Background: an optimization exercise with open tools, aiming at small area, a short achievable clock period and few clock cycles. Do not read the settings as production practice. In this exercise RTL edits were held to simulation tests only and were not proved equivalent to the original.

==> design.v <==
module berexp_x (
    input  logic        clk,
    input  logic        rst_n,
    input  logic        valid,
    input  logic        b,
    input  logic [4:0]  z0,
    input  logic [71:0] r_72,
    input  logic [71:0] sqr2_isigma,
    output logic [62:0] z_63,
    output logic [5:0]  s_6,
    output logic        done
);
    localparam int W  = 9;
    localparam int MW = 91;
    localparam logic [80:0] NC1  = 81'h1ffb2c1d0f9f110000000;  
    localparam logic [80:0] NLN2 = 81'h1ff4e8de8082e30000000;  
    localparam logic [44:0] KI = 45'(45'h171547652b82);  
    localparam logic [MW-1:0] BC = 91'h55800000000000000000000;  
    logic [4:0] st, st_n;
    logic [81:0]   a_reg;
    logic [8:0]    h2_r;
    logic [5:0]    s6_r;
    logic [MW-1:0] acc, ps, pc;
    logic [80:0]      zr;
    logic [81:0]      zr2;
    logic [8:0]       h, h2;
    logic [71:0] zr_sh;
    logic [71:0] isg_sh;
    logic [8:0]       z0sq;
    assign zr     = {(b ? {4'b0, z0} + 9'h1ff : {4'b0, z0}), r_72 ^ {72{b}}};
    assign h      = zr[80:72];
    assign zr2    = {h, 1'b0, zr[71:0]};
    assign h2     = 9'(h * h);
    assign zr_sh  = 72'(zr[71:0]) << 0;
    assign isg_sh = 72'(sqr2_isigma) << 0;
    always_comb begin
        case (z0)
            5'd1: z0sq = 9'd1;
            5'd2: z0sq = 9'd4;
            5'd3: z0sq = 9'd9;
            5'd4: z0sq = 9'd16;
            5'd5: z0sq = 9'd25;
            5'd6: z0sq = 9'd36;
            5'd7: z0sq = 9'd49;
            5'd8: z0sq = 9'd64;
            5'd9: z0sq = 9'd81;
            5'd10: z0sq = 9'd100;
            5'd11: z0sq = 9'd121;
            5'd12: z0sq = 9'd144;
            5'd13: z0sq = 9'd169;
            5'd14: z0sq = 9'd196;
            5'd15: z0sq = 9'd225;
            5'd16: z0sq = 9'd256;
            5'd17: z0sq = 9'd289;
            5'd18: z0sq = 9'd324;
            default: z0sq = 9'd0;
        endcase
    end
    logic c_fb_sh, c_fb_z, c_a_ln2, c_amq, c_amx, c_ao, c_az, c_s, c_h;
    logic [4:0] b_one, b_two, b_neg;
    logic [81:0] a_eff;
    assign a_eff = c_a_ln2 ? {1'b0, NLN2} : a_reg;
    logic [82:0] sel0;
    assign sel0 = ({1'b0, a_eff} & {83{b_one[0]}}) | ({a_eff, 1'b0} & {83{b_two[0]}});
    logic [82:0] sel1;
    assign sel1 = ({1'b0, a_eff} & {83{b_one[1]}}) | ({a_eff, 1'b0} & {83{b_two[1]}});
    logic [82:0] sel2;
    assign sel2 = ({1'b0, a_eff} & {83{b_one[2]}}) | ({a_eff, 1'b0} & {83{b_two[2]}});
    logic [82:0] sel3;
    assign sel3 = ({1'b0, a_eff} & {83{b_one[3]}}) | ({a_eff, 1'b0} & {83{b_two[3]}});
    logic [82:0] sel4;
    assign sel4 = ({1'b0, a_eff} & {83{b_one[4]}}) | ({a_eff, 1'b0} & {83{b_two[4]}});
    logic [MW-1:0] r0_0;
    assign r0_0 = 91'({~b_neg[0], sel0 ^ {83{b_neg[0]}}});
    logic [MW-1:0] r0_1;
    assign r0_1 = (91'({~b_neg[1], sel1 ^ {83{b_neg[1]}}}) << 2) | (91'(b_neg[0]) << 0);
    logic [MW-1:0] r0_2;
    assign r0_2 = (91'({~b_neg[2], sel2 ^ {83{b_neg[2]}}}) << 4) | (91'(b_neg[1]) << 2);
    logic [MW-1:0] r0_3;
    assign r0_3 = (91'({~b_neg[3], sel3 ^ {83{b_neg[3]}}}) << 6) | (91'(b_neg[2]) << 4);
    logic [MW-1:0] r0_4;
    assign r0_4 = (91'(sel4) << 8) | (91'(b_neg[3]) << 6);
    logic [MW-1:0] r0_h;
    assign r0_h = 91'(h2_r & {9{c_h}}) << 81;   
    logic [MW-1:0] s1_0, c1_0;
    assign s1_0 = r0_0 ^ r0_1 ^ r0_2;
    assign c1_0 = ((r0_0 & r0_1) | (r0_0 & r0_2) | (r0_1 & r0_2)) << 1;
    logic [MW-1:0] s1_1, c1_1;
    assign s1_1 = r0_3 ^ r0_4 ^ BC;
    assign c1_1 = ((r0_3 & r0_4) | (r0_3 & BC) | (r0_4 & BC)) << 1;
    logic [MW-1:0] s2_0, c2_0;
    assign s2_0 = s1_0 ^ c1_0 ^ s1_1;
    assign c2_0 = ((s1_0 & c1_0) | (s1_0 & s1_1) | (c1_0 & s1_1)) << 1;
    logic [MW-1:0] s3_0, c3_0;
    assign s3_0 = s2_0 ^ c2_0 ^ c1_1;
    assign c3_0 = ((s2_0 & c2_0) | (s2_0 & c1_1) | (c2_0 & c1_1)) << 1;
    logic [MW-1:0] s4_0, c4_0;
    assign s4_0 = s3_0 ^ c3_0 ^ r0_h;
    assign c4_0 = ((s3_0 & c3_0) | (s3_0 & r0_h) | (c3_0 & r0_h)) << 1;
    always_ff @(posedge clk) begin
        ps <= s4_0;
        pc <= c4_0;
    end
    logic [MW-1:0] fb, mac;
    assign fb  = c_fb_sh ? acc >> W : (c_fb_z ? '0 : MW'(a_reg[80:0]));
    assign mac = fb + ps + pc;
    always_ff @(posedge clk) begin
        acc <= mac;
        if (c_amq || c_amx || c_ao)
            a_reg <= c_amq ? 82'(mac[89:9]) : c_amx ? 82'(mac[80:0]) : (c_az ? zr2 : 82'(NC1));
        if (c_az)
            h2_r <= h2;
        if (c_s)
            s6_r <= (mac[87:86] != 2'b00) ? 6'd63 : mac[85:80];
    end
    logic [W-1:0] d_stage, d_nxt;
    always_comb begin
        d_nxt = '0;
        case (st)
            5'd0: d_nxt = zr_sh[17:9];
            5'd1: d_nxt = zr_sh[26:18];
            5'd2: d_nxt = zr_sh[35:27];
            5'd3: d_nxt = zr_sh[44:36];
            5'd4: d_nxt = zr_sh[53:45];
            5'd5: d_nxt = zr_sh[62:54];
            5'd6: d_nxt = zr_sh[71:63];
            5'd8: d_nxt = isg_sh[8:0];
            5'd9: d_nxt = isg_sh[17:9];
            5'd10: d_nxt = isg_sh[26:18];
            5'd11: d_nxt = isg_sh[35:27];
            5'd12: d_nxt = isg_sh[44:36];
            5'd13: d_nxt = isg_sh[53:45];
            5'd14: d_nxt = isg_sh[62:54];
            5'd15: d_nxt = isg_sh[71:63];
            5'd16: d_nxt = W'(z0sq);
            5'd18: d_nxt = KI[8:0];
            5'd19: d_nxt = KI[17:9];
            5'd20: d_nxt = KI[26:18];
            5'd21: d_nxt = KI[35:27];
            5'd22: d_nxt = KI[44:36];
            default: d_nxt = '0;
        endcase
    end
    always_ff @(posedge clk) d_stage <= d_nxt;
    function automatic logic [14:0] booth_enc(input logic [W-1:0] d);
        logic [W+1:0] x;
        x = 11'(d);
        for (int j = 0; j <= 4; j++) begin
            logic b0, b1, b2;
            b0 = (j == 0) ? 1'b0 : x[2*j-1];
            b1 = x[2*j];
            b2 = x[2*j+1];
            booth_enc[3*j]   = b1 ^ b0;
            booth_enc[3*j+1] = (b2 & ~b1 & ~b0) | (~b2 & b1 & b0);
            booth_enc[3*j+2] = b2 & ~(b1 & b0);
        end
    endfunction
    logic [14:0] enc_d, enc_s, enc_n;
    assign enc_d = c_az ? booth_enc(zr_sh[8:0]) : booth_enc(d_stage);
    assign enc_s = booth_enc(W'(mac[87:80]));
    assign enc_n = c_s ? enc_s : enc_d;
    always_ff @(posedge clk) begin
        for (int j = 0; j <= 4; j++) begin
            b_one[j] <= enc_n[3*j];
            b_two[j] <= enc_n[3*j+1];
            b_neg[j] <= enc_n[3*j+2];
        end
    end
    always_comb begin
        if (!valid)             st_n = '0;
        else if (st != 5'd28) st_n = st + 5'd1;
        else                    st_n = st;
    end
    always_ff @(posedge clk) begin
        c_fb_sh <= !(st_n == 5'd2 || st_n == 5'd11 || st_n == 5'd21
                     || st_n == 5'd27);
        c_fb_z  <= (st_n != 5'd27);
        c_a_ln2 <= (st_n == 5'd26);
        c_amq   <= (st_n == 5'd9);
        c_amx   <= (st_n == 5'd19);
        c_h     <= (st_n == 5'd8);
        c_ao    <= (st_n == 5'd0) || (st_n == 5'd17);
        c_az    <= (st_n == 5'd0);
        c_s     <= (st_n == 5'd25);
    end
    always_ff @(posedge clk or negedge rst_n) begin
        if (!rst_n) begin
            st   <= '0;
            done <= 1'b0;
        end else begin
            done <= valid && (st == 5'd26);
            st   <= st_n;
        end
    end
    assign s_6  = s6_r;
    assign z_63 = acc[71:9];
endmodule
==> flow/run.sh <==
#!/bin/bash
# The standard layout (standard synthesis, floorplan, placement, CTS,
# routing) with two changes:
#  - the timing repair steps aim for a setup slack of 13 ns at the design's
#    18 ns clock, so that the resizer works on the design's real critical
#    paths instead of stopping once 18 ns is met;
#  - every input and output port still gets its own buffer, but a plain
#    sky130_fd_sc_hd__buf_2 rather than the delay cell ORFS picks by default.
# The clock period and the SDC constraints are those of the design.
set -euo pipefail
bash standard.sh SETUP_SLACK_MARGIN=13 "BUFFER_PORTS_ARGS=-buffer_cell sky130_fd_sc_hd__buf_2" finish > standard_flow.log 2>&1
==> standard.sh <==
#!/bin/bash
# synth_recipe.tcl (not shown) runs the flow's synth.tcl, then flattens the netlist and writes it again
# the make line also repeats each setting of config.mk as NAME=value (left out here)
make -C /OpenROAD-flow-scripts/flow DESIGN_CONFIG=/design/flow/config.mk WORK_HOME=/design/flow/orfs CLKGATE_MAP_FILE= SYNTH_SCRIPT=/design/flow/synth_recipe.tcl "${@:-finish}"
==> config.mk <==
export PLATFORM = sky130hd
export DESIGN_NAME = berexp_x
export DESIGN_NICKNAME = berexp_x
export VERILOG_FILES = /design/flow/design.v
export SDC_FILE = /design/flow/constraint.sdc
export NUM_CORES = 4
export LEC_CHECK = 0
export CAP_MARGIN = 20
export CORE_MARGIN = 2
export CORE_UTILIZATION = 40
export PLACE_DENSITY = 0.55
export SLEW_MARGIN = 20
==> constraint.sdc <==
create_clock -name core_clock -period 18.0 [get_ports {clk}]
set_input_delay 3.6000 -clock core_clock [delete_from_list [all_inputs] [get_ports {clk}]]
set_output_delay 3.6000 -clock core_clock [all_outputs]
set_load 0.01 [all_outputs]
==> key figures, run 1 <==
Run status
  • Status: finished clean

Hold path
  • Hold Path Class: reg2reg
  • Hold_sp: b_neg[0]

Critical path
  • End point of the critical path: h2_r[8]
  • FF-to-FF Start: c_fb_sh
  • R2R depth: 20
  • Startpoint types: primary input
  • Reg-to-reg endpoint: b_two[3]
  • WP data required: 18340 ps
  • Crit path max fanout: 6
  • Setup crit end kind: flip-flop
  • CP Class: in2reg
  • Flop-to-flop setup slack: 12980 ps
  • Critical Path Source: z0[0]
  • Worst Path Arrival: 7380 ps

Final layout
  • FILL cells: 9179
  • Most common cell after layout, fill and taps aside: xnor2_1
  • Layout area overhead: 13.6%
  • Max reg flops: 91
  • Ratio of cells with drive above 1 in the final layout: 0.167
  • Commonest non-fill, non-tap cells in the layout: xnor2_1 (400), nor2_1 (365), a22oi_1 (353)
  • Final nets: 4882
  • Biggest registers after layout: ps (91), pc (86)
  • Top reg by flops: ps
  • Final instance area: 0.0437 sq mm

STA
  • RSZ-0062 raised after global routing: true
  • FMAX: 142 MHz
  • Final period utilization: 0.391
  • Clk_skew: 21.1 ps
  • Endpoints failing setup: 0
  • Total negative slack: 0 ps
  • Fin. Hold Viols: 0
  • Actual slew at the worst max-slew pin: 1160 ps
  • Setup WS post-layout: 10960 ps
  • Max Slew Vio Count: 0
  • Max-slew headroom: 0.223
  • Crit path time final: 7040 ps

GRT
  • Initial antenna violation count: 5
  • Largest net degree at the start of global routing: 132
  • GRT overflow: 0
  • Met3 Resource Use GR: 0.0672
  • First-pass GRT wire length: 229000 um
  • Met2 Resource Use GR: 0.480
  • Met1 usage: 0.423
  • GR Util All Layers: 0.312
  • Busiest grt layer: met2
  • Vias in the first global route: 33.8k

Clock network
  • Clock Latency Late Sink: 610 ps
  • CTS tree: yes
  • Clock Sinks: 393
  • Clock tree buffer depth: 3
  • Clock slew at reported path FFs: 60 ps
  • H-tree Lvls: 2
  • Cts bufs inserted: 46
  • Hold_buf cts: 0
  • Root buf cell: clkbuf_16

Drt
  • Pre-Repair DR Iteration Count: 6
  • Routed Antenna Nets: 0
  • Vias per std cell: 6.26
  • Routed WL: 156000 um
  • DRT iter0 DRCs: 3741
  • Via count: 33.7k
  • WL/cell: 29.0 um
  • Drt drc: 0

Yosys
  • Yosys reg bits: 393
  • Post-synth top flop: dfxtp_1
  • Post-synth ARST share: 0.0153
  • Area of the mapped netlist: 0.0385 sq mm
  • Syn nets: 4867
  • Seq/Total Area, Yosys: 0.230
  • Yosys warns: 1
  • Count of different cell masters after synthesis: 90
  • EDFF count, synth: 96
  • Syn Inst Count: 4061
  • Syn Area/Cell: 9.47 sq um

Placed design
  • IO buf count: 222
  • RePlAce Congestion: 0.966
  • HPWL after DPL: 114000 um
  • Placed Instance Area: 0.0399 sq mm
  • Dpl ws: 9970 ps

Floorplan
  • Vert. Die Dim: 314 um
  • I/O pins: 223
  • # rows: 113
  • Die Width: 314 um
  • DIE AREA: 0.0986 sq mm
  • Core area: 0.0952 sq mm
  • Initial cell density of the core: 0.404

Job
  • Max cap viols: 0
[stage by stage]
stage | std cells | hold WS, ps | utilization
finish | 5382 | 554 | 0.459
global route | 5379 | 586 | 0.459
CTS | 5339 | 557 | 0.451
detailed placement | 5188 | 552 | 0.419
global placement | 5188 | 553 | 0.419
floorplan | 4061 | 502 | -
[how the worst min path moves through the flow]
stage / end / slack [ps] / cells after the start
2_1_floorplan: b_one[0] / 500 / 2
3_3_place_gp: ps[0] / 550 / 1
3_5_place_dp: ps[0] / 550 / 1
4_1_cts: ps[0] / 560 / 1
5_1_grt: ps[0] / 590 / 1
6_report: ps[0] / 550 / 1
[worst max-delay path, stage by stage]
cell and delay [ps]:
buf_12 100, clkinvlp_4 140, nand3_2 110, or4_4 510
nand2b_4 170, fa_1 530, inv_1 60, fa_1 500
inv_1 50, fa_1 460, fa_1 500, inv_1 60
ha_4 220, a21oi_2 140, xnor2_1 140, xnor2_1 80
[cell usage after synthesis, drive strengths merged (6+ instances only)]
| library cell | number | area, sq um |
|---|---|---|
| xnor2 | 413 | 3640 |
| nor2 | 372 | 1400 |
| a22oi | 353 | 2650 |
| fa | 342 | 6850 |
| ha | 311 | 3890 |
| clkbuf | 296 | 1120 |
| dfxtp | 291 | 5830 |
| nand2 | 179 | 672 |
| inv | 164 | 616 |
| a21oi | 162 | 818 |
| a221oi | 135 | 1180 |
| buf | 116 | 769 |
| a22o | 109 | 955 |
| o21ai | 107 | 539 |
| xor2 | 102 | 893 |
| edfxtp | 96 | 2880 |
| a21o | 58 | 437 |
| nand4 | 44 | 282 |
| o22ai | 37 | 231 |
| nand3 | 27 | 135 |
| nor2b | 27 | 169 |
| nor3 | 27 | 135 |
| or2 | 26 | 163 |
| o21bai | 24 | 180 |
| a31oi | 22 | 138 |
| a221o | 18 | 180 |
| and2 | 16 | 100 |
| a211oi | 15 | 113 |
| o211ai | 13 | 97.6 |
| o21a | 13 | 97.6 |
| o31ai | 13 | 103 |
| nand2b | 12 | 75.1 |
| nor4 | 10 | 77.6 |
| or3 | 10 | 65.1 |
| o221ai | 9 | 78.8 |
| and3 | 8 | 51.3 |
| nor3b | 8 | 60.1 |
| a41oi | 7 | 68.8 |
| a21boi | 6 | 45.1 |
| dfrtp | 6 | 150 |
[cell families (layout without fill, tap and decap cells)]
kind of cell | Yosys count | in the layout | synth area share
simple gates | 779 | 779 | 0.0908
mux | 6 | 6 | 0.00163
flops | 393 | 393 | 0.230
fa+ha+maj | 653 | 653 | 0.279
other cells | 0 | 3 | 0
compound gates | 1138 | 1138 | 0.215
xor+xnor | 515 | 515 | 0.118
buf+inv | 577 | 630 | 0.0651
[per-layer routing]
layer / vias to the layer above / part of all wire
met3: 339 / 0.089
met4: 4 / 0.045
met1: 17027 / 0.42
met5: - / 0.00017
li1: 14479 / -
met2: 1845 / 0.45
[repair_timing]
| action | 4_1_cts | 5_1_grt |
|---|---|---|
| cloned | 3 | 0 |
| gates resized for setup | 120 | 99 |
| buffers inserted | 62 | 40 |
| endpoints found under the setup margin | 172 | 66 |
| pin swaps | 39 | 48 |
[area by class of cell]
cell class / count / area (sq um) / area share
diodes: 3 / 7.51 / 0.000172
clock buffers: 59 / 1380 / 0.0316
clock inverters: 27 / 385 / 0.00882
inverters: 165 / 627 / 0.0143
multi-input cells: 3091 / 28200 / 0.646
flip-flops and latches: 393 / 8890 / 0.203
well taps: 1265 / 1580 / 0.0362
repair buffers: 379 / 2610 / 0.0598
Testbench counts, summed over its fixed seeds: cycles 44,800.
==> inputs of run 2 (changes only) <==
--- a/design.v
+++ b/design.v
@@ -26,2 +26,3 @@
     logic [8:0]       h, h2;
+    assign h2 = 9'(a_reg[81:73] * a_reg[81:73]);   
     logic [71:0] zr_sh;
@@ -32,3 +33,2 @@
     assign zr2    = {h, 1'b0, zr[71:0]};
-    assign h2     = 9'(h * h);
     assign zr_sh  = 72'(zr[71:0]) << 0;
@@ -58,3 +58,3 @@
     end
-    logic c_fb_sh, c_fb_z, c_a_ln2, c_amq, c_amx, c_ao, c_az, c_s, c_h;
+    logic c_fb_sh, c_fb_z, c_a_ln2, c_amq, c_amx, c_ao, c_az, c_s, c_h, c_h1;
     logic [4:0] b_one, b_two, b_neg;
@@ -110,3 +110,3 @@
             a_reg <= c_amq ? 82'(mac[89:9]) : c_amx ? 82'(mac[80:0]) : (c_az ? zr2 : 82'(NC1));
-        if (c_az)
+        if (c_h1)
             h2_r <= h2;
@@ -181,2 +181,3 @@
         c_h     <= (st_n == 5'd8);
+        c_h1    <= (st_n == 5'd1);
         c_ao    <= (st_n == 5'd0) || (st_n == 5'd17);
==> run 2 against run 1 <==
  * Via count fell by 1.5%
  * Design area fell by 3.0%
  * Area after synthesis rose by 0.32%
  * Largest cell class unchanged
  * Highest routed layer unchanged
==> key figures, run 2 <==
Run status
  • Status: finished clean

GRT
  • Vias in the first global route: 33.2k (-1.9%)
  • GR Util All Layers: 0.316 (+0.00434)
  • First-pass GRT wire length: 232000 um (+1.1%)
  • GRT overflow: 0 (unchanged)
  • Largest net degree at the start of global routing: 179 (+36%)
  • Initial antenna violation count: 5 (unchanged)

Yosys
  • Yosys reg bits: 394 (+0.25%)
  • Count of different cell masters after synthesis: 90 (unchanged)
  • Most common cell in the netlist: xnor2_1
  • Top cells by count, synth: xnor2_1 (414), a22oi_1 (345), fa_1 (341)
  • Syn Inst Count: 4093 (+0.79%)
  • Synth top area share: 0.177 (-0.00108)
  • Syn nets: 4899 (+0.66%)
  • Area of the mapped netlist: 0.0386 sq mm (+0.32%)
  • EDFF count, synth: 96 (unchanged)
  • Post-synth ARST share: 0.0152 (-0.0000387)
  • Yosys warns: 1 (unchanged)
  • Syn Area/Cell: 9.43 sq um (-0.47%)
  • Post-synth top flop: dfxtp_1
  • Seq/Total Area, Yosys: 0.230 (about the same)
  • Top cells by area, synth: fa_1 (18%), dfxtp_1 (15%), ha_1 (10%)
  • Synth area leader: fa_1

Drt
  • Vias per std cell: 6.23 (-0.51%)
  • Routed Antenna Nets: 0 (unchanged)
  • DRT iter0 DRCs: 3574 (-4.5%)
  • Drt drc: 0 (unchanged)
  • Pre-Repair DR Iteration Count: 7 (+1)
  • Routed WL: 157000 um (+0.45%)
  • WL/cell: 29.4 um (+1.5%)
  • Via count: 33.2k (-1.5%)

Clock network
  • Cts bufs inserted: 47 (+2.2%)
  • Clock Sinks: 394 (+0.25%)
  • Root buf cell: clkbuf_16
  • H-tree Lvls: 2 (unchanged)
  • Hold_buf cts: 0 (unchanged)
  • CTS tree: yes
  • Clock tree buffer depth: 3 (unchanged)
  • Clock slew at reported path FFs: 60 ps (about the same)
  • Clock Latency Late Sink: 630 ps (+20 ps)

Final layout
  • Multi-input gate area: 0.0279 sq mm (-1.1%)
  • Commonest non-fill, non-tap cells in the layout: xnor2_1 (406), a22oi_1 (345), fa_1 (341)
  • Top reg by flops: ps
  • Biggest registers after layout: ps (91), pc (86)
  • Reg area: 0.00891 sq mm (+0.27%)
  • Max reg flops: 91 (unchanged)
  • Ratio of cells with drive above 1 in the final layout: 0.134 (-0.0336)
  • Final Instance Count excl. Fillers: 5328 (-1.0%)
  • FILL cells: 9327 (+1.6%)
  • Layout area overhead: 9.84%
  • Final nets: 4829 (-1.1%)
  • Most common cell after layout, fill and taps aside: xnor2_1

STA
  • RSZ-0062 raised after global routing: true
  • Crit path time final: 4960 ps (-2080 ps)
  • Fin. Hold Viols: 0 (unchanged)
  • Actual slew at the worst max-slew pin: 1190 ps (+32.9 ps)
  • Endpoints failing setup: 0 (unchanged)
  • Max Slew Vio Count: 0 (unchanged)
  • FMAX: 201 MHz (+42%)
  • Clk_skew: 41.7 ps (+20.6 ps)
  • Total negative slack: 0 ps (unchanged)
  • Max-slew headroom: 0.198 (-0.0250)
  • Final period utilization: 0.276 (-0.115)

Floorplan
  • Initial cell density of the core: 0.405 (+0.000674)
  • I/O pins: 223 (unchanged)
  • # rows: 113 (unchanged)
  • DIE AREA: 0.0989 sq mm (+0.31%)
  • Core area: 0.0953 sq mm (+0.15%)
  • Vert. Die Dim: 315 um (+0.15%)
  • Die Width: 315 um (+0.15%)

Critical path
  • CP Class: in2reg
  • Startpoint types: primary input
  • Flop-to-flop setup slack: 13100 ps (+120 ps)
  • Reg-to-reg endpoint: a_reg[72]
  • Setup crit end kind: flip-flop
  • R2R depth: 17 (-15%)
  • FF-to-FF Start: c_fb_sh
  • WP data required: 18480 ps (+140 ps)
  • Crit path max fanout: 51 (+45)
  • Worst Path Arrival: 5440 ps (-1940 ps)

Job
  • Max cap viols: 0 (unchanged)

Hold path
  • Hold Path Class: reg2reg
  • Hold_sp: h2_r[0]
  • WHS Path Cells: 2 (+1)
  • Hold Crit Endpoint: ps[81]

Placed design
  • Placed Cells: 5215 (+0.52%)
  • HPWL after DPL: 117000 um (+2.7%)
  • IO buf count: 222 (unchanged)
  • RePlAce Congestion: 0.994 (+2.9%)
## run 2: changes by cell type in the layout (fill, tap and decap cells not counted), sizes merged, moves of 11 or more
cell	delta
and2	+11
nor2	-41
buf	-88
o21ai	+26
a21oi	+19
nand2	+33
## run 2: worst max-delay path by stage
| stage | cells after the start | startpoint | end |
|---|---|---|---|
| 2_1_floorplan | 9 | b | b_neg[1] |
| 4_1_cts | 18 | c_fb_sh | a_reg[63] |
| 5_1_grt | 17 | c_fb_sh | a_reg[65] |
| 3_5_place_dp | 7 | b | a_reg[79] |
| 3_3_place_gp | 7 | b | a_reg[79] |
| 6_report | 7 | b | a_reg[79] |
## run 2: worst max-delay path, stage by stage
cell,delay [ps]
clkbuf_8,390
buf_12,360
nand3_1,210
or2_2,370
a2bb2oi_1,180
o22ai_1,120
a31oi_1,190
## run 2: cell families after synthesis
family,Yosys count,synth area share
buffers and inverters,568,0.0619
multiplexers,10,0.00272
flip-flops,394,0.230
adder cells (fa/ha/maj),653,0.278
XOR/XNOR,510,0.117
AO/OA/AOI/OAI,1152,0.216
AND/OR/NAND/NOR,806,0.0950
## run 2: through the flow
step / setup slack [ps] / instance area [sq um] / hold WS, ps / utilization
2_1_floorplan: 12960 / 38600 / 424 / -
3_3_place_gp: 11850 / 39900 / 648 / 0.419
3_5_place_dp: 11820 / 39900 / 637 / 0.419
4_1_cts: 13000 / 42000 / 655 / 0.440
5_1_grt: 12860 / 42400 / 680 / 0.445
6_report: 13040 / 42400 / 647 / 0.445
## run 2: layout make-up
class	count	area share
Multi-Input combinational cell	3131	0.658
Antenna cell	1	0.0000591
Tap cell	1265	0.0374
Sequential cell	394	0.210
Clock buffer	66	0.0326
Clock inverter	22	0.00546
Timing Repair Buffer	291	0.0419
Inverter	158	0.0140
## run 2: metal layers
metal | vias to the layer above | GRT usage | part of all wire
met5 | - | 0 | 0.00016
met4 | 4 | 0.121 | 0.046
met3 | 345 | 0.0962 | 0.11
met2 | 1927 | 0.469 | 0.43
met1 | 16492 | 0.430 | 0.41
li1 | 14418 | - | -
## run 2: timing repair
action	4_1_cts	5_1_grt
gates cloned	2	0
resized for setup	60	61
setup endpoints to repair	138	53
pin swaps	8	11
buffers inserted	11	10
Testbench counts of run 2, summed over its fixed seeds: cycles 44,800.

-- re-timing with driven ports --
The results above use ideal ports. As a check the final layouts listed here were re-extracted and re-timed, cells and wires unchanged. Step 1 assumes that a clkbuf_16 drives the clock port and a buf_2 every other input. Step 2 adds t to the input delays and takes it off the output delays; t is the mean of the earliest and latest rising clock arrival at the registers after step 1. Input paths then give back, and output paths get back, about the clock's delay inside the block. a / b / c = ideal / step 1 / step 2; a / b = the first two.
run	t, ns	slack for setup (ns)	worst setup path at the end	clock arrival spread, ns
run 1	0.671	10.961 / 10.908 / 10.236	input to register	0.021 / 0.021
run 2	0.681	13.036 / 13.002 / 12.389	input to register	0.043 / 0.044
After both steps setup and hold are still met in every run listed. The setup slack of run 1, which loses most, moves by -0.053 ns with the drivers and by -0.725 ns with both steps.
